From an optimization exercise on the open Yosys and OpenROAD flow, aimed at small area, a short achievable clock period and few clock cycles; shortcuts taken in it are not production practice.
Where RTL was checked, it was by simulation tests only, not by an equivalence proof against the original.
For runs 1 and 6 to 8, only the layout was checked, not whether the RTL still works.
Power is estimated from default activity; no workload was simulated.

==> flow/flow/run.sh <==
#!/bin/bash
# Standard ORFS layout, with two changes to how it is made:
#  - port buffers are buf_2 cells instead of the default choice;
#  - IO pins may sit one routing track apart, so the die can be smaller.
set -uo pipefail
bash standard.sh \
  "BUFFER_PORTS_ARGS=-buffer_cell sky130_fd_sc_hd__buf_2" \
  "PLACE_PINS_ARGS=-min_distance 1 -min_distance_in_tracks" \
  finish > standard.log 2>&1
==> flow/standard.sh <==
#!/bin/bash
# synth_recipe.tcl (not shown) runs the flow's synth.tcl, then flattens the netlist and writes it again
# the make line also repeats each setting of config.mk as NAME=value (left out here)
make -C /OpenROAD-flow-scripts/flow DESIGN_CONFIG=/design/flow/config.mk WORK_HOME=/design/flow/orfs CLKGATE_MAP_FILE= SYNTH_SCRIPT=/design/flow/synth_recipe.tcl "${@:-finish}"
==> flow/config.mk <==
export PLATFORM = sky130hd
export DESIGN_NAME = mic_4r4c
export DESIGN_NICKNAME = mic_4r4c
export VERILOG_FILES = /design/flow/design.v
export SDC_FILE = /design/flow/constraint.sdc
export NUM_CORES = 4
export LEC_CHECK = 0
export CAP_MARGIN = 20
export CORE_AREA = 2 2 198 198
export DIE_AREA = 0 0 200 200
export SLEW_MARGIN = 20
==> flow/constraint.sdc <==
create_clock -name core_clock -period 5.0 [get_ports {clk}]
set_input_delay 1.0000 -clock core_clock [delete_from_list [all_inputs] [get_ports {clk}]]
set_output_delay 1.0000 -clock core_clock [all_outputs]
set_load 0.01 [all_outputs]
==> flow/design.v <==
module i_merge4(input wire          clk,
		input wire          reset,
		input wire [3:0]    i_valid,
		output wire [3:0]   i_ready,
		input wire [255:0]  i_data,
		input wire [3:0]    i_last,
		output wire [3:0]   o_valid,
		input wire [3:0]    o_ready,
		output wire [255:0] o_data,
		output wire [3:0]   o_last,
		output wire [3:0]   hgo,
		output wire [7:0]   hdst,
		input wire [3:0]    park_v,
		input wire [7:0]    park_sel);
   parameter REQ = 1;
   reg [3:0] first;
   reg [3:0] busy;
   reg [3:0] sel [0:3];		 
   reg [1:0]   hd [0:3];	 
   reg [3:0]   ok [0:3];	 
   reg [3:0]   wt [0:3];	 
   reg [255:0] xd;		 
   reg [3:0]   rdy, tk;
   reg [3:0]   ovalid, olast;
   reg [255:0] odata;
   reg [7:0]   hdst_r;
   integer     i, j;
   always @(*) begin
      for (i = 0; i < 4; i = i + 1) begin
	 hd[i] = REQ ? i_data[64*i+30 +: 2] : i_data[64*i+48 +: 2];
	 hdst_r[2*i +: 2] = hd[i];
	 xd[64*i +: 64] = i_data[64*i +: 64];
	 if (first[i]) begin
	    if (REQ)
	      xd[64*i+48 +: 8] = {i_data[64*i+48 +: 6], i[1:0]};
	    else
	      xd[64*i+48 +: 8] = {2'b00, i_data[64*i+50 +: 6]};
	 end
      end
      for (j = 0; j < 4; j = j + 1) begin
	 for (i = 0; i < 4; i = i + 1)
	   ok[j][i] = sel[j][i] & (first[i] ? (hd[i] == j) : busy[j]);
	 ovalid[j] = |(ok[j] & i_valid);
	 olast[j]  = |(sel[j] & i_last);
	 odata[64*j +: 64] = 64'h0;
	 for (i = 0; i < 4; i = i + 1)
	   if (sel[j][i]) odata[64*j +: 64] = odata[64*j +: 64] | xd[64*i +: 64];
      end
      for (i = 0; i < 4; i = i + 1) begin
	 rdy[i] = (ok[0][i] & o_ready[0]) | (ok[1][i] & o_ready[1]) |
		  (ok[2][i] & o_ready[2]) | (ok[3][i] & o_ready[3]);
	 tk[i] = i_valid[i] & rdy[i];
      end
      for (j = 0; j < 4; j = j + 1)
	for (i = 0; i < 4; i = i + 1)
	  wt[j][i] = i_valid[i] & first[i] & (hd[i] == j) & ~tk[i];
   end
   assign o_valid = ovalid;
   assign o_last  = olast;
   assign o_data  = odata;
   assign i_ready = rdy;
   assign hgo     = tk & first;
   assign hdst    = hdst_r;
   wire [3:0] otake = ovalid & o_ready;
   wire [3:0] busy_n = (otake & ~olast) | (~otake & (busy | ovalid));
   always @(posedge clk) begin
      for (i = 0; i < 4; i = i + 1)
	if (tk[i]) first[i] <= i_last[i];
      busy <= busy_n;
      for (j = 0; j < 4; j = j + 1)
	if (!busy_n[j]) begin
	   if (wt[j][0])      sel[j] <= 4'b0001;
	   else if (wt[j][1]) sel[j] <= 4'b0010;
	   else if (wt[j][2]) sel[j] <= 4'b0100;
	   else if (wt[j][3]) sel[j] <= 4'b1000;
	   else if (park_v[j]) sel[j] <= 4'b0001 << park_sel[2*j +: 2];
	end
      if (reset) begin
	 first <= 4'b1111;
	 busy <= 4'b0000;
	 for (j = 0; j < 4; j = j + 1) sel[j] <= 4'b0001;
      end
   end
endmodule
module mic_4r4c(input wire 	   clk,
		input wire 	   reset,
		input wire 	   R0I_TVALID,
		output wire 	   R0I_TREADY,
		input wire [63:0]  R0I_TDATA,
		input wire 	   R0I_TLAST,
		output wire 	   R0O_TVALID,
		input wire 	   R0O_TREADY,
		output wire [63:0] R0O_TDATA,
		output wire 	   R0O_TLAST,
		input wire 	   R1I_TVALID,
		output wire 	   R1I_TREADY,
		input wire [63:0]  R1I_TDATA,
		input wire 	   R1I_TLAST,
		output wire 	   R1O_TVALID,
		input wire 	   R1O_TREADY,
		output wire [63:0] R1O_TDATA,
		output wire 	   R1O_TLAST,
		input wire 	   R2I_TVALID,
		output wire 	   R2I_TREADY,
		input wire [63:0]  R2I_TDATA,
		input wire 	   R2I_TLAST,
		output wire 	   R2O_TVALID,
		input wire 	   R2O_TREADY,
		output wire [63:0] R2O_TDATA,
		output wire 	   R2O_TLAST,
		input wire 	   R3I_TVALID,
		output wire 	   R3I_TREADY,
		input wire [63:0]  R3I_TDATA,
		input wire 	   R3I_TLAST,
		output wire 	   R3O_TVALID,
		input wire 	   R3O_TREADY,
		output wire [63:0] R3O_TDATA,
		output wire 	   R3O_TLAST,
		output wire 	   C0O_TVALID,
		input wire 	   C0O_TREADY,
		output wire [63:0] C0O_TDATA,
		output wire 	   C0O_TLAST,
		input wire 	   C0I_TVALID,
		output wire 	   C0I_TREADY,
		input wire [63:0]  C0I_TDATA,
		input wire 	   C0I_TLAST,
		output wire 	   C1O_TVALID,
		input wire 	   C1O_TREADY,
		output wire [63:0] C1O_TDATA,
		output wire 	   C1O_TLAST,
		input wire 	   C1I_TVALID,
		output wire 	   C1I_TREADY,
		input wire [63:0]  C1I_TDATA,
		input wire 	   C1I_TLAST,
		output wire 	   C2O_TVALID,
		input wire 	   C2O_TREADY,
		output wire [63:0] C2O_TDATA,
		output wire 	   C2O_TLAST,
		input wire 	   C2I_TVALID,
		output wire 	   C2I_TREADY,
		input wire [63:0]  C2I_TDATA,
		input wire 	   C2I_TLAST,
		output wire 	   C3O_TVALID,
		input wire 	   C3O_TREADY,
		output wire [63:0] C3O_TDATA,
		output wire 	   C3O_TLAST,
		input wire 	   C3I_TVALID,
		output wire 	   C3I_TREADY,
		input wire [63:0]  C3I_TDATA,
		input wire 	   C3I_TLAST
		);
   wire [3:0]   rq_ov, rs_ov, rq_ol, rs_ol;
   wire [255:0] rq_od, rs_od;
   wire [3:0]   rq_ir, rs_ir;
   wire [3:0]   rq_hgo;
   wire [7:0]   rq_hdst;
   i_merge4 #(.REQ(1)) REQ_XBAR
     (.clk(clk), .reset(reset),
      .i_valid({R3I_TVALID, R2I_TVALID, R1I_TVALID, R0I_TVALID}),
      .i_ready(rq_ir),
      .i_data({R3I_TDATA, R2I_TDATA, R1I_TDATA, R0I_TDATA}),
      .i_last({R3I_TLAST, R2I_TLAST, R1I_TLAST, R0I_TLAST}),
      .o_valid(rq_ov),
      .o_ready({C3O_TREADY, C2O_TREADY, C1O_TREADY, C0O_TREADY}),
      .o_data(rq_od),
      .o_last(rq_ol),
      .hgo(rq_hgo), .hdst(rq_hdst),
      .park_v(4'b0), .park_sel(8'b0));
   i_merge4 #(.REQ(0)) RSP_XBAR
     (.clk(clk), .reset(reset),
      .i_valid({C3I_TVALID, C2I_TVALID, C1I_TVALID, C0I_TVALID}),
      .i_ready(rs_ir),
      .i_data({C3I_TDATA, C2I_TDATA, C1I_TDATA, C0I_TDATA}),
      .i_last({C3I_TLAST, C2I_TLAST, C1I_TLAST, C0I_TLAST}),
      .o_valid(rs_ov),
      .o_ready({R3O_TREADY, R2O_TREADY, R1O_TREADY, R0O_TREADY}),
      .o_data(rs_od),
      .o_last(rs_ol),
      .hgo(), .hdst(),
      .park_v(rq_hgo), .park_sel(rq_hdst));
   assign {R3I_TREADY, R2I_TREADY, R1I_TREADY, R0I_TREADY} = rq_ir;
   assign {C3I_TREADY, C2I_TREADY, C1I_TREADY, C0I_TREADY} = rs_ir;
   assign {C3O_TVALID, C2O_TVALID, C1O_TVALID, C0O_TVALID} = rq_ov;
   assign {C3O_TLAST, C2O_TLAST, C1O_TLAST, C0O_TLAST} = rq_ol;
   assign {C3O_TDATA, C2O_TDATA, C1O_TDATA, C0O_TDATA} = rq_od;
   assign {R3O_TVALID, R2O_TVALID, R1O_TVALID, R0O_TVALID} = rs_ov;
   assign {R3O_TLAST, R2O_TLAST, R1O_TLAST, R0O_TLAST} = rs_ol;
   assign {R3O_TDATA, R2O_TDATA, R1O_TDATA, R0O_TDATA} = rs_od;
endmodule
==> run_results.csv, run 1 <==
group,metric,value,unit
outcome,run_status,"aborted with a tool error",
outcome,stop_stage,"5_1_grt",
outcome,stop_error,"[ERROR GRT-0116] Global routing finished with congestion. Check the congestion regions in the DRC Viewer.",
placement,dpl-instance-area,20600,sq um
synthesis,simple_gate_share_of_the_synthesized_area,0.229,
synthesis,synth_edf_count,0,
synthesis,postSynthNetCount,2908,
synthesis,synthDistinctLibCells,71,
grt,grt_max_degree,69,
clock_tree,cts_inserted_buffers,5,
synthesis,dominant_combinational_cell_family_by_area_after_synthesis,"compound AO/OA/AOI/OAI gates",
floorplanning,vertical_die_dimension,200,um
synthesis,synth-seq-cells,48,
placement,io_buffer_count,1073,
synthesis,sequential_cell_area_fraction_in_the_yosys_report,0.0633,
grt,global_route.overflow_total,116,
clock_tree,cts_buffer_depth,2,
clock_tree,cts-root-buf,"sky130_fd_sc_hd__clkbuf_16",
clock_tree,cts.repair_timing.setup_buffer_count,0,
placement,gpl.final_weighted_congestion,1.25,
grt,via_count_of_the_first_global_routing_pass,26900,
synthesis,synthXorXnorAreaFrac,0,
placement,post-place-ws,1580,ps
synthesis,synthArstFlopShare,0,
grt,grt.total_usage,0.616,
clock_tree,postCtsHoldBufs,0,
synthesis,synth.area.mux_share,0.0595,
clock_tree,cts.sink_count,48,
floorplanning,die_width,200,um
floorplanning,floorplan.initialDensity,0.402,
synthesis,synth_instances,2370,
clock_tree,postCtsResizedCells,0,
placement,hpwlAfterDp,89.3,mm
synthesis,synth-adder-area-share,0,
synthesis,synth.avg_cell_area,6.41,sq um
floorplanning,floorplan.rows,71,
clock_tree,cts-htree-levels,2,
floorplanning,floorplan.io_pins,1074,
synthesis,synth-warning-count,10,
grt,grt_pass1_wl,184,mm
synthesis,synthesis.area,15200,sq um
synthesis,postSynth.topFlopCell,"sky130_fd_sc_hd__dfxtp_1",
placement,placed_insts,3737,
synthesis,synth-compound-area-share,0.575,
-- metal layers --
layer,track usage,overflow
met2,0.815,89
met3,0.389,1
met5,0.0938,1
met4,0.479,24
met1,0.691,1
-- synth_stat cells, types with 18 or more instances --
cell | instances | area [sq um]
sky130_fd_sc_hd__mux2_2 | 48 | 541
sky130_fd_sc_hd__clkbuf_1 | 170 | 638
sky130_fd_sc_hd__dfxtp_1 | 48 | 961
sky130_fd_sc_hd__nor2b_1 | 36 | 225
sky130_fd_sc_hd__nand3_1 | 20 | 100
sky130_fd_sc_hd__a21oi_1 | 23 | 115
sky130_fd_sc_hd__nor2_1 | 23 | 86.3
sky130_fd_sc_hd__nand2_1 | 602 | 2260
sky130_fd_sc_hd__o21ai_0 | 18 | 90.1
sky130_fd_sc_hd__mux2i_1 | 26 | 260
sky130_fd_sc_hd__a22oi_1 | 1040 | 7810
sky130_fd_sc_hd__buf_1 | 73 | 274
-- how the worst min path moves through the flow --
stage                         endpoint               start  depth (start not counted)  slack (ps)
floorplan             RSP_XBAR.busy[0]    RSP_XBAR.busy[0]                          2         520
detailed placement  REQ_XBAR.sel[1][1]  REQ_XBAR.sel[1][1]                          2         550
CTS                 REQ_XBAR.sel[1][1]  REQ_XBAR.sel[1][1]                          2         560
global placement    REQ_XBAR.sel[1][1]  REQ_XBAR.sel[1][1]                          2         540
-- power by group through the flow --
stage	logic, mW	clock network (mW)	registers, mW
after floorplan	1.73	0	0.443
after global placement	3.19	0	0.664
after detailed placement	3.22	0	0.665
after CTS	3.23	0.414	0.656
-- logic make-up after synthesis --
logic type / Yosys count
AND/OR/NAND/NOR: 791
multiplexers: 80
AO/OA/AOI/OAI: 1168
flip-flops: 48
buffers and inverters: 283
==> run 2: changes to the inputs <==
--- a/flow/design.v
+++ b/flow/design.v
@@ -54,5 +54,5 @@
       for (j = 0; j < 4; j = j + 1)
 	for (i = 0; i < 4; i = i + 1)
-	  wt[j][i] = i_valid[i] & first[i] & (hd[i] == j) & ~tk[i];
+	  wt[j][i] = i_valid[i] & first[i] & (hd[i] == j) & ~sel[j][i];
    end
    assign o_valid = ovalid;
@@ -155,4 +155,6 @@
    wire [3:0]   rq_hgo;
    wire [7:0]   rq_hdst;
+   wire [3:0]   rs_fin = rs_ov & rs_ol & {R3O_TREADY, R2O_TREADY, R1O_TREADY, R0O_TREADY};
+   wire [1:0]   rs_fin_id = rs_fin[0] ? 2'd0 : rs_fin[1] ? 2'd1 : rs_fin[2] ? 2'd2 : 2'd3;
    i_merge4 #(.REQ(1)) REQ_XBAR
      (.clk(clk), .reset(reset),
@@ -166,5 +168,5 @@
       .o_last(rq_ol),
       .hgo(rq_hgo), .hdst(rq_hdst),
-      .park_v(4'b0), .park_sel(8'b0));
+      .park_v({4{|rs_fin}}), .park_sel({4{rs_fin_id}}));
    i_merge4 #(.REQ(0)) RSP_XBAR
      (.clk(clk), .reset(reset),
--- a/flow/config.mk
+++ b/flow/config.mk
@@ -7,5 +7,6 @@
 export LEC_CHECK = 0
 export CAP_MARGIN = 20
-export CORE_AREA = 2 2 198 198
-export DIE_AREA = 0 0 200 200
+export CORE_AREA = 2 2 228 228
+export DIE_AREA = 0 0 230 230
+export SETUP_SLACK_MARGIN = 2.0
 export SLEW_MARGIN = 20
==> run 2 against run 1 <==
  * The flow again stops in 5_1_grt
  * Synthesized cell count up 0.55%
  * Synthesized area up 1.0%
==> run_results.csv, run 2 <==
group,metric,value,unit
clock_tree,cts_inserted_buffers,5,
grt,global_route.overflow_total,26,
synthesis,synth_edf_count,0,
synthesis,netlist_top_cells_count,"1032 x sky130_fd_sc_hd__a22oi_1, 581 x sky130_fd_sc_hd__nand2_1, 172 x sky130_fd_sc_hd__clkbuf_1",
floorplanning,die_width,230,um
synthesis,synth-seq-cells,48,
clock_tree,cts-htree-levels,2,
synthesis,synthArstFlopShare,0,
synthesis,synth_top_cell_by_area,"sky130_fd_sc_hd__a22oi_1",
synthesis,sequential_cell_area_fraction_in_the_yosys_report,0.0627,
synthesis,synth_instances,2383,
synthesis,synthDistinctLibCells,56,
synthesis,post-synth-top-count-cell,"sky130_fd_sc_hd__a22oi_1",
synthesis,synth_largest_type_area_fraction,0.505,
clock_tree,cts_buffer_depth,2,
synthesis,synth-warning-count,10,
synthesis,synth.avg_cell_area,6.44,sq um
outcome,run_status,"aborted with a tool error",
placement,io_buffer_count,1073,
grt,grt_max_degree,70,
floorplanning,floorplan.rows,82,
clock_tree,cts.sink_count,48,
floorplanning,vertical_die_dimension,230,um
placement,gpl.final_weighted_congestion,1.12,
clock_tree,cts-root-buf,"sky130_fd_sc_hd__clkbuf_16",
synthesis,synthesis.area,15300,sq um
placement,hpwlAfterDp,84.2,mm
outcome,stop_error,"[ERROR GRT-0116] Global routing finished with congestion. Check the congestion regions in the DRC Viewer.",
synthesis,postSynthNetCount,2921,
clock_tree,postCtsHoldBufs,0,
grt,grt.total_usage,0.451,
placement,post-place-ws,1480,ps
grt,grt_pass1_wl,181,mm
floorplanning,floorplan.initialDensity,0.305,
floorplanning,floorplan.io_pins,1074,
placement,placed_insts,3907,
placement,dpl-instance-area,20900,sq um
synthesis,netlist_top_cells_area,"sky130_fd_sc_hd__a22oi_1 51%, sky130_fd_sc_hd__nand2_1 14%, sky130_fd_sc_hd__dfxtp_1 6.3%, sky130_fd_sc_hd__clkbuf_1 4.2%, sky130_fd_sc_hd__mux2_2 3.5%",
grt,via_count_of_the_first_global_routing_pass,26300,
synthesis,postSynth.topFlopCell,"sky130_fd_sc_hd__dfxtp_1",
outcome,stop_stage,"5_1_grt",
[run 2: changes by cell type after synthesis, moves of 10 or more]
cell,previous run,this run
sky130_fd_sc_hd__o21ai_0,18,35
sky130_fd_sc_hd__nand2_1,602,581
sky130_fd_sc_hd__o21ai_1,13,0
sky130_fd_sc_hd__o211ai_1,17,30
sky130_fd_sc_hd__a21oi_1,23,33
sky130_fd_sc_hd__buf_1,73,83
sky130_fd_sc_hd__buf_2,17,7
sky130_fd_sc_hd__nor3_1,5,15
[run 2: power by group through the flow]
stage                     combinational (mW)  sequential [mW]  clock (mW)
after floorplan                         2.22            0.462           0
after global placement                  4.03            0.720           0
after detailed placement                4.03            0.720           0
after CTS                               4.10            0.715       0.470
[run 2: cell families after synthesis]
logic type	Yosys count	share of synthesized area
AO/OA/AOI/OAI	1202	0.591
AND/OR/NAND/NOR	773	0.222
buffers and inverters	285	0.0706
multiplexers	75	0.0532
flip-flops	48	0.0627
[run 2: metal layers]
layer,global-route usage,GRT overflow
met5,0.0754,0
met4,0.332,9
met3,0.280,0
met2,0.630,17
met1,0.487,0
[run 2: stage by stage]
step	utilization	hold slack (ps)	total power [mW]
global placement	0.416	482	4.75
detailed placement	0.416	493	4.75
CTS	0.432	509	5.28
floorplan	-	517	2.69
[run 2: how the worst max path moves through the flow]
stage	endpoint	cells after the start	start	slack, ps
after detailed placement	REQ_XBAR.sel[0][3]	7	C0I_TDATA[49]	1480
after CTS	R2O_TVALID	5	C1I_TDATA[49]	1860
after floorplan	REQ_XBAR.sel[0][3]	7	C1I_TDATA[48]	1950
after global placement	R1O_TVALID	6	C0I_TDATA[49]	1500
[run 2: repair_timing]
item | CTS
resized for setup | 112
buffers inserted | 27
pin swaps | 22
endpoints found under the setup margin | 376
Testbench counts of run 2, summed over its fixed seeds: cycles 9,374.
==> run 3: changes to the inputs <==
--- a/flow/config.mk
+++ b/flow/config.mk
@@ -7,6 +7,6 @@
 export LEC_CHECK = 0
 export CAP_MARGIN = 20
-export CORE_AREA = 2 2 228 228
-export DIE_AREA = 0 0 230 230
+export CORE_AREA = 2 2 248 248
+export DIE_AREA = 0 0 250 250
 export SETUP_SLACK_MARGIN = 2.0
 export SLEW_MARGIN = 20
==> run 3 against run 2 <==
  * Now clean on timing, DRC and antenna
  * Synthesized area unchanged
  * Synthesized cell count unchanged
==> run_results.csv, run 3 <==
group,metric,value,unit
timing,fin_crit,3190,ps
synthesis,synth-seq-cells,48,
synthesis,synth_largest_type_area_fraction,0.505,
floorplanning,die-area,62500,sq um
synthesis,netlist_top_cells_area,"sky130_fd_sc_hd__a22oi_1 51%, sky130_fd_sc_hd__nand2_1 14%, sky130_fd_sc_hd__dfxtp_1 6.3%, sky130_fd_sc_hd__clkbuf_1 4.2%, sky130_fd_sc_hd__mux2_2 3.5%",
clock_tree,cts.reportedPaths.clkPinSlew,70,ps
synthesis,postSynthNetCount,2921,
synthesis,synth-warning-count,10,
clock_tree,postCtsHoldBufs,0,
placement,hpwlAfterDp,88.0,mm
pwr,total_leakage_power,10.7,nW
clock_tree,worst_skew_pair.late_latency,310,ps
cells_and_area,filler_cell_count,6583,
synthesis,post-synth-top-count-cell,"sky130_fd_sc_hd__a22oi_1",
cells_and_area,most-common-layout-cells,"1038 x sky130_fd_sc_hd__buf_2, 1025 x sky130_fd_sc_hd__a22oi_1, 579 x sky130_fd_sc_hd__nand2_1",
floorplanning,floorplan.io_pins,1074,
route,average_wire_per_standard_cell,30.2,um
grt,grt_max_degree,69,
synthesis,synthesis.area,15300,sq um
grt,grt_pass1_wl,176,mm
cells_and_area,fin_area,22500,sq um
floorplanning,die_width,250,um
cells_and_area,design.final.nets,3827,
cells_and_area,multiInputGateArea,13500,sq um
floorplanning,floorplan.initialDensity,0.255,
synthesis,synth_edf_count,0,
synthesis,netlist_top_cells_count,"1032 x sky130_fd_sc_hd__a22oi_1, 581 x sky130_fd_sc_hd__nand2_1, 172 x sky130_fd_sc_hd__clkbuf_1",
setup_path,path_buf_inv,2,
timing,finalHoldViolations,0,
cells_and_area,final_common_cell,"sky130_fd_sc_hd__buf_2",
timing,rsz0062_at_grt,"yes",
setup_path,worstSetupPathType,"input port to output port",
route,vias_per_cell,6.65,
setup_path,timing.critical_path.slowest_cell_delay,510,ps
route,wirelength,125,mm
synthesis,synthArstFlopShare,0,
clock_tree,cts-root-buf,"sky130_fd_sc_hd__clkbuf_16",
setup_path,worstPathRequired,4000,ps
cells_and_area,flow.area_growth_from_synthesis,46.8,%
pwr,worst_ir_drop_on_vdd,0.182,mV
synthesis,synth_top_cell_by_area,"sky130_fd_sc_hd__a22oi_1",
setup_path,critical-path-top-cell-by-count,"sky130_fd_sc_hd__buf_8",
setup_path,setup.worst_path.start_class,"input port",
cells_and_area,register_area,1070,sq um
timing,timing.slew.headroom,0.360,
route,route.detailed.drc,0,
clock_tree,cts_tree,"yes",
timing,worst_hold_slack,636,ps
setup_path,worstPathMaxFanout,7,
route,ant_nets,0,
timing,final_min_period_over_clock_period,0.638,
hold_path,hold_path_class,"flop to flop",
grt,antenna_found_initial,88,
setup_path,critical_path_cell_count,5,
route,drt_iter0_markers,5558,
synthesis,synth_instances,2383,
timing,worst_slew_pin_slew,959,ps
placement,gpl.final_weighted_congestion,1.08,
setup_path,cp_top_family,"simple AND/OR/NAND/NOR gates",
setup_path,cp-end-kind,"output port",
grt,global_route.overflow_total,0,
floorplanning,fp.coreArea,60100,sq um
cells_and_area,drive_above_1_share,0.400,
synthesis,postSynth.topFlopCell,"sky130_fd_sc_hd__dfxtp_1",
outcome,run_status,"timing/DRC/antenna clean",
placement,io_buffer_count,1073,
route,num_vias,27600,
setup_path,worstPathCellList,"buf_8 -> and3b_1 -> o211a_1 -> or4_4 -> buf_8",
setup_path,worst_r2r_path_depth,8,
clock_tree,cts.sink_count,48,
route,firstDrtPassIters,27,
clock_tree,cts_inserted_buffers,5,
placement,dpl-instance-area,21100,sq um
grt,via_count_of_the_first_global_routing_pass,24600,
pwr,power.density,249,nW/um^2
pwr,totalPowerFinal,5.61,mW
clock_tree,cts_buffer_depth,2,
floorplanning,vertical_die_dimension,250,um
grt,grt.total_usage,0.371,
timing,final_max_slew_viol_count,0,
hold_path,hold-path-cell-count,2,
floorplanning,floorplan.rows,90,
synthesis,synthDistinctLibCells,56,
timing,achievable-frequency,0.314,GHz
clock_tree,cts-htree-levels,2,
synthesis,sequential_cell_area_fraction_in_the_yosys_report,0.0627,
cells_and_area,top_flop_regs,"REQ_XBAR.sel x16, RSP_XBAR.sel x16",
timing,final.setup.tns,0,ps
job,drv.max_cap_violation_count,0,
placement,placed_insts,4021,
synthesis,synth.avg_cell_area,6.44,sq um
cells_and_area,final_cell_count_no_fill,4146,
timing,skew,12.5,ps
setup_path,timing.critical_path.arrival,2190,ps
timing,finalSetupViolations,0,
setup_path,slowest_stage,"sky130_fd_sc_hd__or4_4",
## run 3: cell counts after synthesis
No cell type changed its count.
## run 3: final timing paths
check | to | from | slack, ps
min reg2reg | RSP_XBAR.first[0] | RSP_XBAR.first[0] | 640
max | R2O_TVALID | C2I_TDATA[49] | 1810
min | RSP_XBAR.first[0] | RSP_XBAR.first[0] | 640
max reg2reg | REQ_XBAR.sel[0][3] | RSP_XBAR.sel[0][3] | 2210
## run 3: timing repair
item	CTS	global route
pin swaps	32	25
gates resized for setup	131	76
setup buffers	24	19
setup endpoints to repair	370	113
## run 3: cells by family after synthesis
| group | share of synthesized area |
|---|---|
| AO/OA/AOI/OAI | 0.591 |
| AND/OR/NAND/NOR | 0.222 |
| buffers and inverters | 0.0706 |
| multiplexers | 0.0532 |
| flip-flops | 0.0627 |
## run 3: final cells by class
class                      instances  area share
antenna                           74     0.00822
clock buffer                       5     0.00556
clock inverter                     3     0.00189
inverter                          22     0.00367
multi-input combinational       2050       0.600
sequential                        48      0.0477
tap                              782      0.0435
timing repair buffer            1162       0.290
## run 3: through the flow
step                setup slack [ps]  utilization
floorplan                       1950            -
global placement                1500        0.351
detailed placement              1440        0.351
CTS                             1840        0.365
global route                    1780        0.373
finish                          1810        0.374
## run 3: layer usage
metal  wire length [um]  up-vias  GRT usage
met1              40500    12700      0.398
met3              21000      718      0.199
met2              51200     2756      0.549
met5                249        -     0.0456
li1                   -    11400          -
met4              12100       38      0.271
## run 3: power breakdown
part | leakage, nW | switching (mW) | internal (mW) | total (mW)
Sequential | 0.405 | 0.363 | 0.426 | 0.789
Clock | 0.0803 | 0.169 | 0.236 | 0.404
Combinational | 10.3 | 2.78 | 1.64 | 4.42
## run 3: worst register-to-register path, stage by stage (launching register included)
cell	delay (ps)
sky130_fd_sc_hd__dfxtp_4	630
sky130_fd_sc_hd__buf_6	450
sky130_fd_sc_hd__a22oi_1	200
sky130_fd_sc_hd__a21oi_1	390
sky130_fd_sc_hd__o41ai_4	220
sky130_fd_sc_hd__buf_12	190
sky130_fd_sc_hd__nand3_1	180
sky130_fd_sc_hd__a2111oi_1	120
sky130_fd_sc_hd__mux2_4	300
==> run 4: changes to the inputs <==
==> flow/flow/run.sh (replaced) <==
#!/bin/bash
# Standard ORFS layout, with two changes to how it is made:
#  - port buffers are buf_1 cells instead of the default choice;
#  - IO pins may sit one routing track apart, so the die can be smaller.
set -uo pipefail
bash standard.sh \
  "BUFFER_PORTS_ARGS=-buffer_cell sky130_fd_sc_hd__buf_1" \
  "PLACE_PINS_ARGS=-min_distance 1 -min_distance_in_tracks" \
  finish > standard.log 2>&1
--- a/flow/config.mk
+++ b/flow/config.mk
@@ -6,7 +6,8 @@
 export NUM_CORES = 4
 export LEC_CHECK = 0
+export ABC_CLOCK_PERIOD_IN_PS = 1500
 export CAP_MARGIN = 20
-export CORE_AREA = 2 2 248 248
-export DIE_AREA = 0 0 250 250
+export CORE_AREA = 2 2 238 238
+export DIE_AREA = 0 0 240 240
 export SETUP_SLACK_MARGIN = 2.0
 export SLEW_MARGIN = 20
==> run 4 against run 3 <==
  * The flow now stops in 5_1_grt
  * Synthesized area stayed put
  * Synthesized cell count unchanged
==> run_results.csv, run 4 <==
group,metric,value,unit
clock_tree,cts.sink_count,48,
clock_tree,cts-htree-levels,2,
outcome,stop_error,"[ERROR GRT-0116] Global routing finished with congestion. Check the congestion regions in the DRC Viewer.",
synthesis,sequential_cell_area_fraction_in_the_yosys_report,0.0627,
synthesis,synth_edf_count,0,
grt,grt_max_degree,70,
synthesis,postSynth.topFlopCell,"sky130_fd_sc_hd__dfxtp_1",
floorplanning,vertical_die_dimension,240,um
placement,gpl.final_weighted_congestion,1.07,
synthesis,post-synth-top-count-cell,"sky130_fd_sc_hd__a22oi_1",
clock_tree,postCtsHoldBufs,0,
floorplanning,die_width,240,um
synthesis,netlist_top_cells_count,"1032 x sky130_fd_sc_hd__a22oi_1, 581 x sky130_fd_sc_hd__nand2_1, 172 x sky130_fd_sc_hd__clkbuf_1",
floorplanning,floorplan.rows,86,
synthesis,synthDistinctLibCells,56,
clock_tree,cts-root-buf,"sky130_fd_sc_hd__clkbuf_16",
synthesis,synth-warning-count,10,
grt,grt.total_usage,0.385,
synthesis,synthArstFlopShare,0,
placement,placed_insts,3983,
synthesis,synth.avg_cell_area,6.44,sq um
synthesis,synth_instances,2383,
synthesis,synthesis.area,15300,sq um
grt,global_route.overflow_total,13,
grt,grt_pass1_wl,167,mm
placement,hpwlAfterDp,81.4,mm
synthesis,synth-seq-cells,48,
synthesis,synth_largest_type_area_fraction,0.505,
clock_tree,cts_buffer_depth,2,
outcome,run_status,"aborted with a tool error",
synthesis,synth_top_cell_by_area,"sky130_fd_sc_hd__a22oi_1",
clock_tree,cts_inserted_buffers,5,
grt,via_count_of_the_first_global_routing_pass,25800,
floorplanning,floorplan.initialDensity,0.278,
synthesis,postSynthNetCount,2921,
outcome,stop_stage,"5_1_grt",
placement,io_buffer_count,1073,
floorplanning,floorplan.io_pins,1074,
synthesis,netlist_top_cells_area,"sky130_fd_sc_hd__a22oi_1 51%, sky130_fd_sc_hd__nand2_1 14%, sky130_fd_sc_hd__dfxtp_1 6.3%, sky130_fd_sc_hd__clkbuf_1 4.2%, sky130_fd_sc_hd__mux2_2 3.5%",
run 4: kinds of logic after synthesis:
family                 share of synthesized area
AOI/OAI and AO/OA                          0.591
and+or+nand+nor                            0.222
buffers and inverters                     0.0706
DFF                                       0.0627
muxes                                     0.0532
run 4: worst min path at each step:
stage	endpoint	slack [ps]	depth (start not counted)
4_1_cts	REQ_XBAR.sel[1][2]	570	2
3_5_place_dp	REQ_XBAR.sel[1][2]	560	2
3_3_place_gp	REQ_XBAR.sel[1][2]	560	2
2_1_floorplan	REQ_XBAR.busy[3]	520	2
run 4: power groups by stage:
stage | Sequential (mW) | Clock (mW) | Combinational, mW
floorplan | 0.462 | 0 | 2.22
global placement | 0.700 | 0 | 3.73
detailed placement | 0.700 | 0 | 3.73
CTS | 0.694 | 0.403 | 3.80
run 4: per-stage QoR:
step           utilization  total power [mW]  area [sq um]  setup slack (ps)
2_1_floorplan            -              2.69         15300              1950
3_3_place_gp         0.358              4.43         19700              1370
3_5_place_dp         0.358              4.43         19700              1310
4_1_cts              0.371              4.90         20500              1850
run 4: layer usage:
layer  GRT overflow  global-route usage
met5              0              0.0511
met3              0               0.232
met4              1               0.327
met2             12               0.550
met1              0               0.393
run 4: timing repair:
item,in CTS
endpoints found under the setup margin,447
setup buffers,22
pin swaps,24
gates resized for setup,148
==> run 5: changes to the inputs <==
--- a/flow/config.mk
+++ b/flow/config.mk
@@ -6,5 +6,4 @@
 export NUM_CORES = 4
 export LEC_CHECK = 0
-export ABC_CLOCK_PERIOD_IN_PS = 1500
 export CAP_MARGIN = 20
 export CORE_AREA = 2 2 238 238
==> run 5 against run 4 <==
  * The run again fails in 5_1_grt
  * Synthesized area is the same
  * Synthesized cell count unchanged
==> run_results.csv, run 5 <==
group,metric,value,unit
grt,grt_pass1_wl,167,mm
placement,hpwlAfterDp,81.4,mm
synthesis,synth-seq-cells,48,
synthesis,synth.area.mux_share,0.0532,
synthesis,synth_instances,2383,
grt,grt.total_usage,0.385,
floorplanning,die_width,240,um
clock_tree,postCtsHoldBufs,0,
synthesis,synth_top_cell_by_area,"sky130_fd_sc_hd__a22oi_1",
synthesis,postSynth.topFlopCell,"sky130_fd_sc_hd__dfxtp_1",
clock_tree,cts_buffer_depth,2,
synthesis,synthDistinctLibCells,56,
synthesis,synth-compound-area-share,0.591,
synthesis,synth_edf_count,0,
synthesis,sequential_cell_area_fraction_in_the_yosys_report,0.0627,
placement,io_buffer_count,1073,
synthesis,synth_largest_type_area_fraction,0.505,
synthesis,synthXorXnorAreaFrac,0,
floorplanning,floorplan.initialDensity,0.278,
synthesis,netlist_top_cells_area,"sky130_fd_sc_hd__a22oi_1 51%, sky130_fd_sc_hd__nand2_1 14%, sky130_fd_sc_hd__dfxtp_1 6.3%, sky130_fd_sc_hd__clkbuf_1 4.2%, sky130_fd_sc_hd__mux2_2 3.5%",
synthesis,synthesis.area,15300,sq um
clock_tree,cts_inserted_buffers,5,
synthesis,post-synth-top-count-cell,"sky130_fd_sc_hd__a22oi_1",
grt,grt_max_degree,70,
clock_tree,cts-htree-levels,2,
synthesis,simple_gate_share_of_the_synthesized_area,0.222,
clock_tree,cts.sink_count,48,
outcome,stop_stage,"5_1_grt",
outcome,run_status,"aborted with a tool error",
synthesis,netlist_top_cells_count,"1032 x sky130_fd_sc_hd__a22oi_1, 581 x sky130_fd_sc_hd__nand2_1, 172 x sky130_fd_sc_hd__clkbuf_1",
synthesis,synth-adder-area-share,0,
clock_tree,cts-root-buf,"sky130_fd_sc_hd__clkbuf_16",
synthesis,synthArstFlopShare,0,
synthesis,synth.avg_cell_area,6.44,sq um
synthesis,synth-warning-count,10,
placement,post-place-ws,1310,ps
grt,global_route.overflow_total,13,
floorplanning,floorplan.rows,86,
grt,via_count_of_the_first_global_routing_pass,25800,
placement,placed_insts,3983,
placement,gpl.final_weighted_congestion,1.07,
synthesis,postSynthNetCount,2921,
floorplanning,vertical_die_dimension,240,um
synthesis,dominant_combinational_cell_family_by_area_after_synthesis,"compound AO/OA/AOI/OAI gates",
outcome,stop_error,"[ERROR GRT-0116] Global routing finished with congestion. Check the congestion regions in the DRC Viewer.",
floorplanning,floorplan.io_pins,1074,
-- run 5: metrics by stage --
stage	area, sq um	power [mW]
floorplan	15300	2.69
global placement	19700	4.43
detailed placement	19700	4.43
CTS	20500	4.90
-- run 5: per-layer routing --
layer	overflow	global-route usage
met1	0	0.393
met3	0	0.232
met4	1	0.327
met5	0	0.0511
met2	12	0.550
-- run 5: worst max path at each step --
stage	start	endpoint	slack, ps
floorplan	C1I_TDATA[48]	REQ_XBAR.sel[0][3]	1950
global placement	C0I_TDATA[49]	REQ_XBAR.sel[0][3]	1370
detailed placement	C0I_TDATA[49]	REQ_XBAR.sel[0][3]	1310
CTS	C1I_TDATA[49]	R2O_TVALID	1850
-- run 5: kinds of logic after synthesis --
| kind of cell | Yosys count |
|---|---|
| compound gates | 1202 |
| buf+inv | 285 |
| flops | 48 |
| mux | 75 |
| simple gates | 773 |
-- run 5: repair_timing --
action / CTS
pin swaps: 24
resized for setup: 148
buffers inserted: 22
endpoints found under the setup margin: 447
-- run 5: power by group through the flow --
| stage | Clock [mW] | Sequential (mW) | Combinational [mW] |
|---|---|---|---|
| after CTS | 0.403 | 0.694 | 3.80 |
| after detailed placement | 0 | 0.700 | 3.73 |
| after global placement | 0 | 0.700 | 3.73 |
| after floorplan | 0 | 0.462 | 2.22 |
==> run 6: changes to the inputs <==
--- a/flow/design.v
+++ b/flow/design.v
@@ -18,4 +18,6 @@
    reg [3:0] sel [0:3];		 
    reg [1:0]   hd [0:3];	 
+   reg [3:0]   sp [0:3];
+   reg [3:0]   q  [0:3];
    reg [3:0]   ok [0:3];	 
    reg [3:0]   wt [0:3];	 
@@ -39,7 +41,10 @@
       end
       for (j = 0; j < 4; j = j + 1) begin
-	 for (i = 0; i < 4; i = i + 1)
-	   ok[j][i] = sel[j][i] & (first[i] ? (hd[i] == j) : busy[j]);
-	 ovalid[j] = |(ok[j] & i_valid);
+	 for (i = 0; i < 4; i = i + 1) begin
+	    sp[j][i] = sel[j][i] & (first[i] | busy[j]);
+	    q[j][i]  = ~first[i] | (hd[i] == j);
+	    ok[j][i] = sp[j][i] & q[j][i];
+	 end
+	 ovalid[j] = |(sp[j] & q[j] & i_valid);
 	 olast[j]  = |(sel[j] & i_last);
 	 odata[64*j +: 64] = 64'h0;
==> run 6 against run 5 <==
  * Synthesized cell count about the same
  * The flow again stops in 5_1_grt
  * Synthesized area increased by 0.27%
==> run_results.csv, run 6 <==
group,metric,value,unit
clock_tree,cts_inserted_buffers,5,
synthesis,synth_edf_count,0,
floorplanning,vertical_die_dimension,240,um
placement,gpl.final_weighted_congestion,1.15,
outcome,stop_error,"[ERROR GRT-0116] Global routing finished with congestion. Check the congestion regions in the DRC Viewer.",
outcome,run_status,"aborted with a tool error",
placement,placed_insts,3990,
synthesis,netlist_top_cells_area,"sky130_fd_sc_hd__a22oi_1 51%, sky130_fd_sc_hd__nand2_1 14%, sky130_fd_sc_hd__dfxtp_1 6.2%, sky130_fd_sc_hd__clkbuf_1 4.3%, sky130_fd_sc_hd__mux2_2 3.6%",
synthesis,synthesis.area,15400,sq um
grt,global_route.overflow_total,30,
placement,io_buffer_count,1073,
synthesis,synth_largest_type_area_fraction,0.508,
outcome,stop_stage,"5_1_grt",
clock_tree,cts-root-buf,"sky130_fd_sc_hd__clkbuf_16",
grt,grt_pass1_wl,184,mm
clock_tree,cts_buffer_depth,2,
synthesis,postSynth.topFlopCell,"sky130_fd_sc_hd__dfxtp_1",
floorplanning,floorplan.rows,86,
grt,grt_max_degree,70,
grt,grt.total_usage,0.432,
synthesis,synth.avg_cell_area,6.45,sq um
synthesis,synthDistinctLibCells,71,
synthesis,synth_instances,2385,
placement,hpwlAfterDp,86.9,mm
floorplanning,die_width,240,um
synthesis,synthArstFlopShare,0,
clock_tree,cts-htree-levels,2,
grt,via_count_of_the_first_global_routing_pass,26100,
synthesis,sequential_cell_area_fraction_in_the_yosys_report,0.0625,
synthesis,post-synth-top-count-cell,"sky130_fd_sc_hd__a22oi_1",
synthesis,postSynthNetCount,2923,
floorplanning,floorplan.io_pins,1074,
clock_tree,postCtsHoldBufs,0,
floorplanning,floorplan.initialDensity,0.279,
synthesis,synth-warning-count,14,
clock_tree,cts.sink_count,48,
synthesis,netlist_top_cells_count,"1040 x sky130_fd_sc_hd__a22oi_1, 583 x sky130_fd_sc_hd__nand2_1, 178 x sky130_fd_sc_hd__clkbuf_1",
synthesis,synth-seq-cells,48,
synthesis,synth_top_cell_by_area,"sky130_fd_sc_hd__a22oi_1",
==> run 6: metrics by stage <==
| stage | hold WS (ps) | power (mW) | setup slack, ps | area, sq um | utilization |
|---|---|---|---|---|---|
| 4_1_cts | 568 | 4.99 | 1880 | 20500 | 0.373 |
| 3_5_place_dp | 552 | 4.50 | 1380 | 19700 | 0.357 |
| 3_3_place_gp | 555 | 4.51 | 1440 | 19700 | 0.357 |
| 2_1_floorplan | 517 | 2.69 | 2010 | 15400 | - |
==> run 6: logic make-up after synthesis <==
logic type      after synthesis  share of synthesized area
buf+inv                     283                     0.0752
flops                        48                     0.0625
simple gates                777                      0.224
compound gates             1203                      0.586
mux                          74                     0.0522
==> run 6: layer usage <==
layer,GRT usage,GRT overflow
met2,0.596,24
met3,0.292,0
met4,0.318,4
met1,0.454,2
met5,0.106,0
==> run 6: worst max-delay path by stage <==
stage | from | depth (start not counted) | slack (ps) | to
2_1_floorplan | C2I_TDATA[49] | 3 | 2010 | R0O_TVALID
3_3_place_gp | R1I_TDATA[31] | 5 | 1440 | R1I_TREADY
3_5_place_dp | R3I_TDATA[31] | 5 | 1380 | R3I_TREADY
4_1_cts | C1I_TDATA[49] | 5 | 1880 | R2O_TVALID
==> run 6: timing repair <==
item | CTS
buffers inserted | 23
setup endpoints to repair | 458
pin swaps | 20
cloned | 2
gates resized for setup | 154
==> run 6: power groups by stage <==
stage          logic [mW]  clock network, mW  registers [mW]
4_1_cts              3.80              0.409           0.782
3_5_place_dp         3.70                  0           0.798
3_3_place_gp         3.71                  0           0.798
2_1_floorplan        2.23                  0           0.463
==> run 7: changes to the inputs <==
==> flow/flow/run.sh (replaced) <==
#!/bin/bash
# Standard ORFS layout, with three changes to how it is made:
#  - slow stacked OR/NOR-type cells are added to the don't-use list (for
#    synthesis and repair), so the valid/ready logic maps to faster gates;
#  - port buffers are buf_1 cells instead of the default choice;
#  - IO pins may sit one routing track apart, so the die can be smaller.
set -uo pipefail
slow=""
for c in or3 or3b or4 or4b or4bb nor3 nor3b nor4 nor4b nor4bb o41a o41ai a41o a41oi \
         o2111a o2111ai a2111o a2111oi o311a o311ai a311o a311oi; do
  for d in 0 1 2 4; do slow="$slow sky130_fd_sc_hd__${c}_$d"; done
done
export DONT_USE_CELLS="$slow"
bash standard.sh \
  "BUFFER_PORTS_ARGS=-buffer_cell sky130_fd_sc_hd__buf_1" \
  "PLACE_PINS_ARGS=-min_distance 1 -min_distance_in_tracks" \
  finish > standard.log 2>&1
==> run 7 against run 6 <==
  * The run again fails in 5_1_grt
  * Synthesized area unchanged
  * Synthesized cell count is the same
==> run_results.csv, run 7 <==
group,metric,value,unit
placement,gpl.final_weighted_congestion,1.15,
placement,io_buffer_count,1073,
outcome,run_status,"aborted with a tool error",
synthesis,synthArstFlopShare,0,
placement,hpwlAfterDp,86.9,mm
synthesis,synth_edf_count,0,
placement,dpl-instance-area,19700,sq um
synthesis,post-synth-top-count-cell,"sky130_fd_sc_hd__a22oi_1",
synthesis,sequential_cell_area_fraction_in_the_yosys_report,0.0625,
synthesis,synth-adder-area-share,0,
clock_tree,postCtsHoldBufs,0,
outcome,stop_stage,"5_1_grt",
placement,post-place-ws,1380,ps
grt,grt.total_usage,0.432,
synthesis,postSynth.topFlopCell,"sky130_fd_sc_hd__dfxtp_1",
synthesis,synth-compound-area-share,0.586,
floorplanning,die_width,240,um
floorplanning,floorplan.io_pins,1074,
synthesis,synth-warning-count,14,
synthesis,synth_top_cell_by_area,"sky130_fd_sc_hd__a22oi_1",
synthesis,synth.avg_cell_area,6.45,sq um
synthesis,synthDistinctLibCells,71,
grt,grt_max_degree,70,
synthesis,synthXorXnorAreaFrac,0,
synthesis,dominant_combinational_cell_family_by_area_after_synthesis,"compound AO/OA/AOI/OAI gates",
floorplanning,floorplan.initialDensity,0.279,
synthesis,postSynthNetCount,2923,
grt,global_route.overflow_total,30,
clock_tree,cts_buffer_depth,2,
synthesis,netlist_top_cells_area,"sky130_fd_sc_hd__a22oi_1 51%, sky130_fd_sc_hd__nand2_1 14%, sky130_fd_sc_hd__dfxtp_1 6.2%, sky130_fd_sc_hd__clkbuf_1 4.3%, sky130_fd_sc_hd__mux2_2 3.6%",
synthesis,synth_largest_type_area_fraction,0.508,
clock_tree,cts_inserted_buffers,5,
grt,grt_pass1_wl,184,mm
synthesis,netlist_top_cells_count,"1040 x sky130_fd_sc_hd__a22oi_1, 583 x sky130_fd_sc_hd__nand2_1, 178 x sky130_fd_sc_hd__clkbuf_1",
synthesis,simple_gate_share_of_the_synthesized_area,0.224,
placement,placed_insts,3990,
synthesis,synthesis.area,15400,sq um
clock_tree,cts.sink_count,48,
synthesis,synth-seq-cells,48,
grt,via_count_of_the_first_global_routing_pass,26100,
floorplanning,vertical_die_dimension,240,um
clock_tree,cts-root-buf,"sky130_fd_sc_hd__clkbuf_16",
synthesis,synth_instances,2385,
floorplanning,floorplan.rows,86,
synthesis,synth.area.mux_share,0.0522,
clock_tree,cts-htree-levels,2,
outcome,stop_error,"[ERROR GRT-0116] Global routing finished with congestion. Check the congestion regions in the DRC Viewer.",
==> run 7: cell counts after synthesis <==
No cell type changed its count.
==> run 7: cells by family after synthesis <==
family | count (synthesis)
AOI/OAI and AO/OA | 1203
buffers and inverters | 283
DFF | 48
muxes | 74
and+or+nand+nor | 777
==> run 7: worst max-delay path by stage <==
stage | start | to | slack [ps] | cells past startpoint
floorplan | C2I_TDATA[49] | R0O_TVALID | 2010 | 3
global placement | R1I_TDATA[31] | R1I_TREADY | 1440 | 5
detailed placement | R3I_TDATA[31] | R3I_TREADY | 1380 | 5
CTS | C1I_TDATA[49] | R2O_TVALID | 1880 | 5
==> run 7: power by group through the flow <==
stage          Sequential [mW]  Clock [mW]  Combinational (mW)
4_1_cts                  0.782       0.409                3.80
3_5_place_dp             0.798           0                3.70
3_3_place_gp             0.798           0                3.71
2_1_floorplan            0.463           0                2.23
==> run 7: layer usage <==
layer,track usage,GRT overflow
met1,0.454,2
met2,0.596,24
met3,0.292,0
met4,0.318,4
met5,0.106,0
==> run 7: repair_timing <==
item,4_1_cts
endpoints found under the setup margin,458
pin swaps,20
setup buffers,23
cloned,2
gates resized for setup,154
==> run 8: changes to the inputs <==
--- a/flow/flow/run.sh
+++ b/flow/flow/run.sh
@@ -7,10 +7,18 @@
 set -uo pipefail
 slow=""
-for c in or3 or3b or4 or4b or4bb nor3 nor3b nor4 nor4b nor4bb o41a o41ai a41o a41oi \
-         o2111a o2111ai a2111o a2111oi o311a o311ai a311o a311oi; do
-  for d in 0 1 2 4; do slow="$slow sky130_fd_sc_hd__${c}_$d"; done
+for c in a2111o_1 a2111o_2 a2111o_4 a2111oi_0 a2111oi_1 a2111oi_2 a2111oi_4 a311o_1 \
+         a311o_2 a311o_4 a311oi_1 a311oi_2 a311oi_4 a41o_1 a41o_2 a41o_4 \
+         a41oi_1 a41oi_2 a41oi_4 nor3_1 nor3_2 nor3_4 nor3b_1 nor3b_2 \
+         nor3b_4 nor4_1 nor4_2 nor4_4 nor4b_1 nor4b_2 nor4b_4 nor4bb_1 \
+         nor4bb_2 nor4bb_4 o2111a_1 o2111a_2 o2111a_4 o2111ai_1 o2111ai_2 o2111ai_4 \
+         o311a_1 o311a_2 o311a_4 o311ai_0 o311ai_1 o311ai_2 o311ai_4 o41a_1 \
+         o41a_2 o41a_4 o41ai_1 o41ai_2 o41ai_4 or3_1 or3_2 or3_4 \
+         or3b_1 or3b_2 or3b_4 or4_1 or4_2 or4_4 or4b_1 or4b_2 \
+         or4b_4 or4bb_1 or4bb_2 or4bb_4; do
+  slow="$slow sky130_fd_sc_hd__$c"
 done
-export DONT_USE_CELLS="$slow"
+base=$(sed -n '/DONT_USE_CELLS +=/,/^$/p' "$FLOW_HOME/platforms/sky130hd/config.mk" | grep -o 'sky130_fd_sc_hd__[a-z0-9_]*' | tr '\n' ' ')
 bash standard.sh \
+  "DONT_USE_CELLS=$base$slow" \
   "BUFFER_PORTS_ARGS=-buffer_cell sky130_fd_sc_hd__buf_1" \
   "PLACE_PINS_ARGS=-min_distance 1 -min_distance_in_tracks" \
--- a/flow/config.mk
+++ b/flow/config.mk
@@ -7,6 +7,6 @@
 export LEC_CHECK = 0
 export CAP_MARGIN = 20
-export CORE_AREA = 2 2 238 238
-export DIE_AREA = 0 0 240 240
+export CORE_AREA = 2 2 248 248
+export DIE_AREA = 0 0 250 250
 export SETUP_SLACK_MARGIN = 2.0
 export SLEW_MARGIN = 20
==> run 8 against run 7 <==
  * The run again fails in 5_1_grt
  * Synthesized area down 1.5%
  * Synthesized cell count down 0.17%
==> run_results.csv, run 8 <==
group,metric,value,unit
synthesis,synth-seq-cells,48,
synthesis,netlist_top_cells_area,"sky130_fd_sc_hd__a22oi_1 52%, sky130_fd_sc_hd__nand2_1 14%, sky130_fd_sc_hd__dfxtp_1 6.3%, sky130_fd_sc_hd__clkbuf_1 4.3%, sky130_fd_sc_hd__mux2_2 4.1%",
grt,global_route.overflow_total,1,
synthesis,synthDistinctLibCells,44,
synthesis,synth_largest_type_area_fraction,0.516,
placement,io_buffer_count,1073,
clock_tree,cts.sink_count,48,
synthesis,synth_edf_count,0,
grt,grt_pass1_wl,170,mm
floorplanning,vertical_die_dimension,250,um
clock_tree,cts_buffer_depth,2,
outcome,stop_stage,"5_1_grt",
placement,gpl.final_weighted_congestion,1.12,
synthesis,synth-warning-count,14,
synthesis,dominant_combinational_cell_family_by_area_after_synthesis,"compound AO/OA/AOI/OAI gates",
grt,grt_max_degree,67,
synthesis,synth.area.mux_share,0.0535,
floorplanning,die_width,250,um
synthesis,synth.avg_cell_area,6.36,sq um
synthesis,synthesis.area,15100,sq um
floorplanning,floorplan.initialDensity,0.252,
synthesis,synth-compound-area-share,0.577,
synthesis,synthXorXnorAreaFrac,0,
floorplanning,floorplan.io_pins,1074,
grt,via_count_of_the_first_global_routing_pass,25800,
synthesis,synth-adder-area-share,0,
clock_tree,cts_inserted_buffers,5,
clock_tree,cts-htree-levels,2,
synthesis,netlist_top_cells_count,"1041 x sky130_fd_sc_hd__a22oi_1, 576 x sky130_fd_sc_hd__nand2_1, 172 x sky130_fd_sc_hd__clkbuf_1",
synthesis,synth_instances,2381,
synthesis,sequential_cell_area_fraction_in_the_yosys_report,0.0635,
clock_tree,postCtsHoldBufs,0,
grt,grt.total_usage,0.359,
synthesis,postSynth.topFlopCell,"sky130_fd_sc_hd__dfxtp_1",
clock_tree,cts-root-buf,"sky130_fd_sc_hd__clkbuf_16",
synthesis,postSynthNetCount,2919,
floorplanning,floorplan.rows,90,
synthesis,synth_top_cell_by_area,"sky130_fd_sc_hd__a22oi_1",
outcome,run_status,"aborted with a tool error",
synthesis,post-synth-top-count-cell,"sky130_fd_sc_hd__a22oi_1",
synthesis,simple_gate_share_of_the_synthesized_area,0.240,
synthesis,synthArstFlopShare,0,
outcome,stop_error,"[ERROR GRT-0116] Global routing finished with congestion. Check the congestion regions in the DRC Viewer.",
placement,hpwlAfterDp,81.4,mm
[run 8: kinds of logic after synthesis]
logic type | count (synthesis)
AO/OA/AOI/OAI | 1176
AND/OR/NAND/NOR | 816
buffers and inverters | 267
multiplexers | 74
flip-flops | 48
[run 8: per-stage QoR]
step / worst slack (ps) / power, mW / cell area (sq um) / utilization / instances
4_1_cts: 1810 / 4.66 / 20200 / 0.335 / 4046
2_1_floorplan: 1970 / 2.59 / 15200 / - / 2381
3_5_place_dp: 1520 / 4.29 / 19600 / 0.327 / 4029
3_3_place_gp: 1560 / 4.28 / 19600 / 0.327 / 4029
[run 8: timing repair]
action / CTS
pin swaps: 11
setup buffers: 10
endpoints found under the setup margin: 437
resized for setup: 110
[run 8: power by group through the flow]
stage / Clock [mW] / Combinational, mW / Sequential, mW
floorplan: 0 / 2.13 / 0.456
global placement: 0 / 3.51 / 0.769
detailed placement: 0 / 3.52 / 0.771
CTS: 0.341 / 3.55 / 0.764
[run 8: how the worst max path moves through the flow]
stage / startpoint / end / slack, ps / cells past startpoint
after floorplan: C0I_TDATA[49] / REQ_XBAR.sel[1][0] / 1970 / 6
after CTS: R3I_TDATA[31] / R3I_TREADY / 1810 / 6
after global placement: R0I_TDATA[30] / R0I_TREADY / 1560 / 6
after detailed placement: R1I_TDATA[30] / R1I_TREADY / 1520 / 6
[run 8: routing by layer]
layer	GRT usage	GRT overflow
met5	0.0579	0
met4	0.299	1
met3	0.212	0
met2	0.514	0
met1	0.370	0
==> run 9: changes to the inputs <==
--- a/flow/design.v
+++ b/flow/design.v
@@ -1,2 +1,14 @@
+module i_steer4(input wire       en,
+		input wire       first,
+		input wire [1:0] d,
+		output wire      q);
+   parameter J = 0;
+   assign q = en & (~first | (d == J));
+endmodule
+module i_andor4(input wire [3:0] s,
+		input wire [3:0] a,
+		output wire      y);
+   assign y = |(s & a);
+endmodule
 module i_merge4(input wire          clk,
 		input wire          reset,
@@ -46,5 +58,4 @@
 	    ok[j][i] = sp[j][i] & q[j][i];
 	 end
-	 ovalid[j] = |(sp[j] & q[j] & i_valid);
 	 olast[j]  = |(sel[j] & i_last);
 	 odata[64*j +: 64] = 64'h0;
@@ -52,12 +63,33 @@
 	   if (sel[j][i]) odata[64*j +: 64] = odata[64*j +: 64] | xd[64*i +: 64];
       end
-      for (i = 0; i < 4; i = i + 1) begin
-	 rdy[i] = (ok[0][i] & o_ready[0]) | (ok[1][i] & o_ready[1]) |
-		  (ok[2][i] & o_ready[2]) | (ok[3][i] & o_ready[3]);
-	 tk[i] = i_valid[i] & rdy[i];
-      end
       for (j = 0; j < 4; j = j + 1)
 	for (i = 0; i < 4; i = i + 1)
 	  wt[j][i] = i_valid[i] & first[i] & (hd[i] == j) & ~sel[j][i];
+   end
+   wire [3:0] tv [0:3];		 
+   wire [3:0] tr [0:3];		 
+   wire [3:0] ov_w, rdy_w;
+   genvar gi, gj;
+   generate
+      for (gj = 0; gj < 4; gj = gj + 1) begin : G_J
+	 for (gi = 0; gi < 4; gi = gi + 1) begin : G_I
+	    i_steer4 #(.J(gj)) QV
+	      (.en(i_valid[gi]), .first(first[gi]),
+	       .d(REQ ? i_data[64*gi+30 +: 2] : i_data[64*gi+48 +: 2]),
+	       .q(tv[gj][gi]));
+	    i_steer4 #(.J(gj)) QR
+	      (.en(o_ready[gj]), .first(first[gi]),
+	       .d(REQ ? i_data[64*gi+30 +: 2] : i_data[64*gi+48 +: 2]),
+	       .q(tr[gi][gj]));
+	 end
+	 i_andor4 OV (.s(sp[gj]), .a(tv[gj]), .y(ov_w[gj]));
+	 i_andor4 RD (.s({sp[3][gj], sp[2][gj], sp[1][gj], sp[0][gj]}),
+		      .a(tr[gj]), .y(rdy_w[gj]));
+      end
+   endgenerate
+   always @(*) begin
+      ovalid = ov_w;
+      rdy = rdy_w;
+      tk = i_valid & rdy_w;
    end
    assign o_valid = ovalid;
--- a/flow/flow/run.sh
+++ b/flow/flow/run.sh
@@ -3,5 +3,5 @@
 #  - slow stacked OR/NOR-type cells are added to the don't-use list (for
 #    synthesis and repair), so the valid/ready logic maps to faster gates;
-#  - port buffers are buf_1 cells instead of the default choice;
+#  - port buffers are buf_2 cells instead of the default choice;
 #  - IO pins may sit one routing track apart, so the die can be smaller.
 set -uo pipefail
@@ -21,5 +21,5 @@
 bash standard.sh \
   "DONT_USE_CELLS=$base$slow" \
-  "BUFFER_PORTS_ARGS=-buffer_cell sky130_fd_sc_hd__buf_1" \
+  "BUFFER_PORTS_ARGS=-buffer_cell sky130_fd_sc_hd__buf_2" \
   "PLACE_PINS_ARGS=-min_distance 1 -min_distance_in_tracks" \
   finish > standard.log 2>&1
--- a/flow/config.mk
+++ b/flow/config.mk
@@ -7,6 +7,8 @@
 export LEC_CHECK = 0
 export CAP_MARGIN = 20
-export CORE_AREA = 2 2 248 248
-export DIE_AREA = 0 0 250 250
+export CORE_AREA = 2 2 258 258
+export DIE_AREA = 0 0 260 260
 export SETUP_SLACK_MARGIN = 2.0
 export SLEW_MARGIN = 20
+export SYNTH_HIERARCHICAL = 1
+export SYNTH_MINIMUM_KEEP_SIZE = 0
==> run 9 against run 8 <==
  * Synthesized area grew 4.1%
  * The run now finishes clean
  * Synthesized cell count grew 2.8%
==> run_results.csv, run 9 <==
group,metric,value,unit
hold_path,worst_hold_start,"RSP_XBAR.sel[2][2]",
timing,finalHoldViolations,0,
setup_path,slowest_stage,"sky130_fd_sc_hd__mux2_4",
setup_path,worstPathCellList,"buf_4 -> mux2_4 -> a22oi_2 -> nand2_2 -> buf_6",
route,num_vias,27600,
cells_and_area,register_area,1070,sq um
setup_path,path_buf_inv,2,
floorplanning,vertical_die_dimension,260,um
floorplanning,floorplan.initialDensity,0.244,
route,wirelength,126,mm
setup_path,timing.critical_path.arrival,2000,ps
setup_path,r2r_setup_slack,2320,ps
clock_tree,cts-root-buf,"sky130_fd_sc_hd__clkbuf_16",
clock_tree,cts_tree,"yes",
pwr,totalPowerFinal,7.31,mW
setup_path,timing.critical_path.slowest_cell_delay,320,ps
grt,grt_pass1_wl,174,mm
cells_and_area,multiInputGateArea,13800,sq um
setup_path,setup.worst_path.start_class,"input port",
pwr,switching_share,0.612,
cells_and_area,design.final.nets,3855,
cells_and_area,drive_above_1_share,0.383,
timing,rsz0062_at_grt,"yes",
grt,via_count_of_the_first_global_routing_pass,24800,
clock_tree,postCtsHoldBufs,0,
clock_tree,cts-htree-levels,2,
floorplanning,floorplan.io_pins,1074,
setup_path,cp_top_family,"buffers and inverters",
route,ant_nets,0,
grt,grt.total_usage,0.338,
cells_and_area,top_flop_regs,"REQ_XBAR.sel x16, RSP_XBAR.sel x16",
hold_path,hold_end,"RSP_XBAR.sel[2][2]",
grt,grt_max_degree,69,
timing,timing.slew.headroom,0.485,
setup_path,worstPathRequired,4000,ps
clock_tree,cts_inserted_buffers,5,
pwr,power.sequential.fraction,0.122,
cells_and_area,most-common-layout-cells,"1063 x sky130_fd_sc_hd__a22oi_1, 1051 x sky130_fd_sc_hd__buf_2, 575 x sky130_fd_sc_hd__nand2_1",
synthesis,synthesis.area,15800,sq um
placement,dpl-instance-area,21600,sq um
grt,antenna_found_initial,56,
pwr,worst_ir_drop_on_vdd,0.167,mV
job,drv.max_cap_violation_count,0,
cells_and_area,flow.area_growth_from_synthesis,41.2,%
cells_and_area,fin_area,22300,sq um
cells_and_area,filler_cell_count,7177,
timing,achievable-frequency,0.333,GHz
setup_path,worst_r2r_path_depth,10,
route,drt_iter0_markers,5192,
hold_path,hold_path_class,"flop to flop",
floorplanning,die-area,67600,sq um
synthesis,postSynthNetCount,2986,
grt,global_route.overflow_total,0,
setup_path,r2r_end,"REQ_XBAR.sel[1][1]",
pwr,comb_power_share,0.821,
floorplanning,fp.coreArea,64600,sq um
route,route.detailed.drc,0,
pwr,power_report.internal_total,2.83,mW
placement,io_buffer_count,1073,
cells_and_area,final_common_cell,"sky130_fd_sc_hd__a22oi_1",
timing,fin_crit,3000,ps
route,average_wire_per_standard_cell,29.8,um
timing,final.setup.tns,0,ps
timing,skew,10.2,ps
timing,worst_hold_slack,646,ps
pwr,power.switching,4.47,mW
pwr,power.density,328,nW/um^2
synthesis,synth-warning-count,32,
clock_tree,cts.sink_count,48,
setup_path,cp-end-kind,"output port",
floorplanning,floorplan.rows,93,
setup_path,worstSetupPathType,"input port to output port",
timing,worst_slew_pin_slew,772,ps
setup_path,rr_startpoint,"RSP_XBAR.first[2]",
clock_tree,cts_buffer_depth,2,
floorplanning,die_width,260,um
placement,gpl.final_weighted_congestion,1.03,
synthesis,synth_instances,2448,
pwr,clock_power_share,0.057,
outcome,run_status,"timing/DRC/antenna clean",
timing,finalSetupViolations,0,
pwr,total_leakage_power,10.7,nW
setup_path,worstPathMaxFanout,14,
clock_tree,worst_skew_pair.late_latency,310,ps
route,vias_per_cell,6.55,
synthesis,synth.avg_cell_area,6.44,sq um
timing,final_min_period_over_clock_period,0.601,
placement,hpwlAfterDp,91.4,mm
timing,final_max_slew_viol_count,0,
cells_and_area,post-route-util,0.345,
clock_tree,cts.reportedPaths.clkPinSlew,70,ps
hold_path,hold-path-cell-count,2,
route,firstDrtPassIters,24,
-- run 9: cell type report --
type                            count  share of cell area
Antenna cell                       48             0.00540
Clock inverter                      3             0.00208
Tap cell                          855              0.0481
Multi-Input combinational cell   2132               0.621
Inverter                            5            0.000843
Clock buffer                        5             0.00562
Timing Repair Buffer             1125               0.269
Sequential cell                    48              0.0480
-- run 9: timing repair --
action	4_1_cts	5_1_grt
pin swaps	3	5
endpoints found under the setup margin	336	112
gates resized for setup	64	48
setup buffers	0	5
-- run 9: routing by layer --
metal,track usage,part of all wire,up-vias
met5,0.0192,0.0020,-
met2,0.491,0.40,2803
li1,-,-,11400
met3,0.168,0.17,664
met1,0.380,0.33,12700
met4,0.246,0.092,24
-- run 9: worst max path at each step --
stage / start / end / slack (ps) / cells after the start
4_1_cts: C2I_TDATA[49] / R1O_TDATA[49] / 1950 / 5
3_3_place_gp: C3I_TDATA[48] / REQ_XBAR.sel[1][1] / 1630 / 10
3_5_place_dp: C3I_TDATA[48] / REQ_XBAR.sel[2][1] / 1580 / 9
2_1_floorplan: C0I_TDATA[49] / REQ_XBAR.sel[3][1] / 2110 / 9
5_1_grt: RSP_XBAR.sel[2][1] / R2O_TDATA[39] / 1960 / 4
6_report: C0I_TDATA[49] / R1O_TDATA[49] / 2000 / 5
-- run 9: tightest hold or removal path, cell delays in order, from the launching register on --
cell                       delay (ps)
sky130_fd_sc_hd__dfxtp_2          430
sky130_fd_sc_hd__nand2b_1         110
sky130_fd_sc_hd__mux2i_1           60
-- run 9: power groups by stage --
stage	clock network [mW]	logic, mW	registers [mW]
after floorplan	0	3.12	0.503
after global placement	0	5.56	0.866
after detailed placement	0	5.55	0.861
after CTS	0.429	5.60	0.860
after global routing	0.446	6.20	0.887
final	0.420	5.99	0.892
-- run 9: through the flow --
step | instances | setup slack (ps)
floorplan | 2448 | 2110
global placement | 4160 | 1630
detailed placement | 4160 | 1580
CTS | 4168 | 1950
global route | 4207 | 1960
finish | 4221 | 2000
Testbench counts of run 9, summed over its fixed seeds: cycles 9,374.

separate check: timing with driven ports:
Ports are ideal in the flow. The routed layouts listed here were re-timed in OpenROAD.
Step 1, drivers: a clkbuf_16 drives clk and a buf_2 each remaining input, both assumed.
Step 2, shift: input delay + t, output delay - t, t = (earliest + latest rising clock arrival at the registers) / 2. This alone moves slack from input paths to output paths.
a / b / c = ideal / step 1 / step 2; a / b = the first two.
| run | shift t [ns] | setup slack, ns | pins driven straight from the clock port |
|---|---|---|---|
| run 3 | 0.345 | 1.810 / 1.691 / 1.688 | 1 |
| run 9 | 0.340 | 1.997 / 1.923 / 1.740 | 1 |
After both steps every run listed still meets setup and hold. For run 9, which loses most, drivers alone change the setup slack by -0.074 ns; drivers and shift together by -0.257 ns.
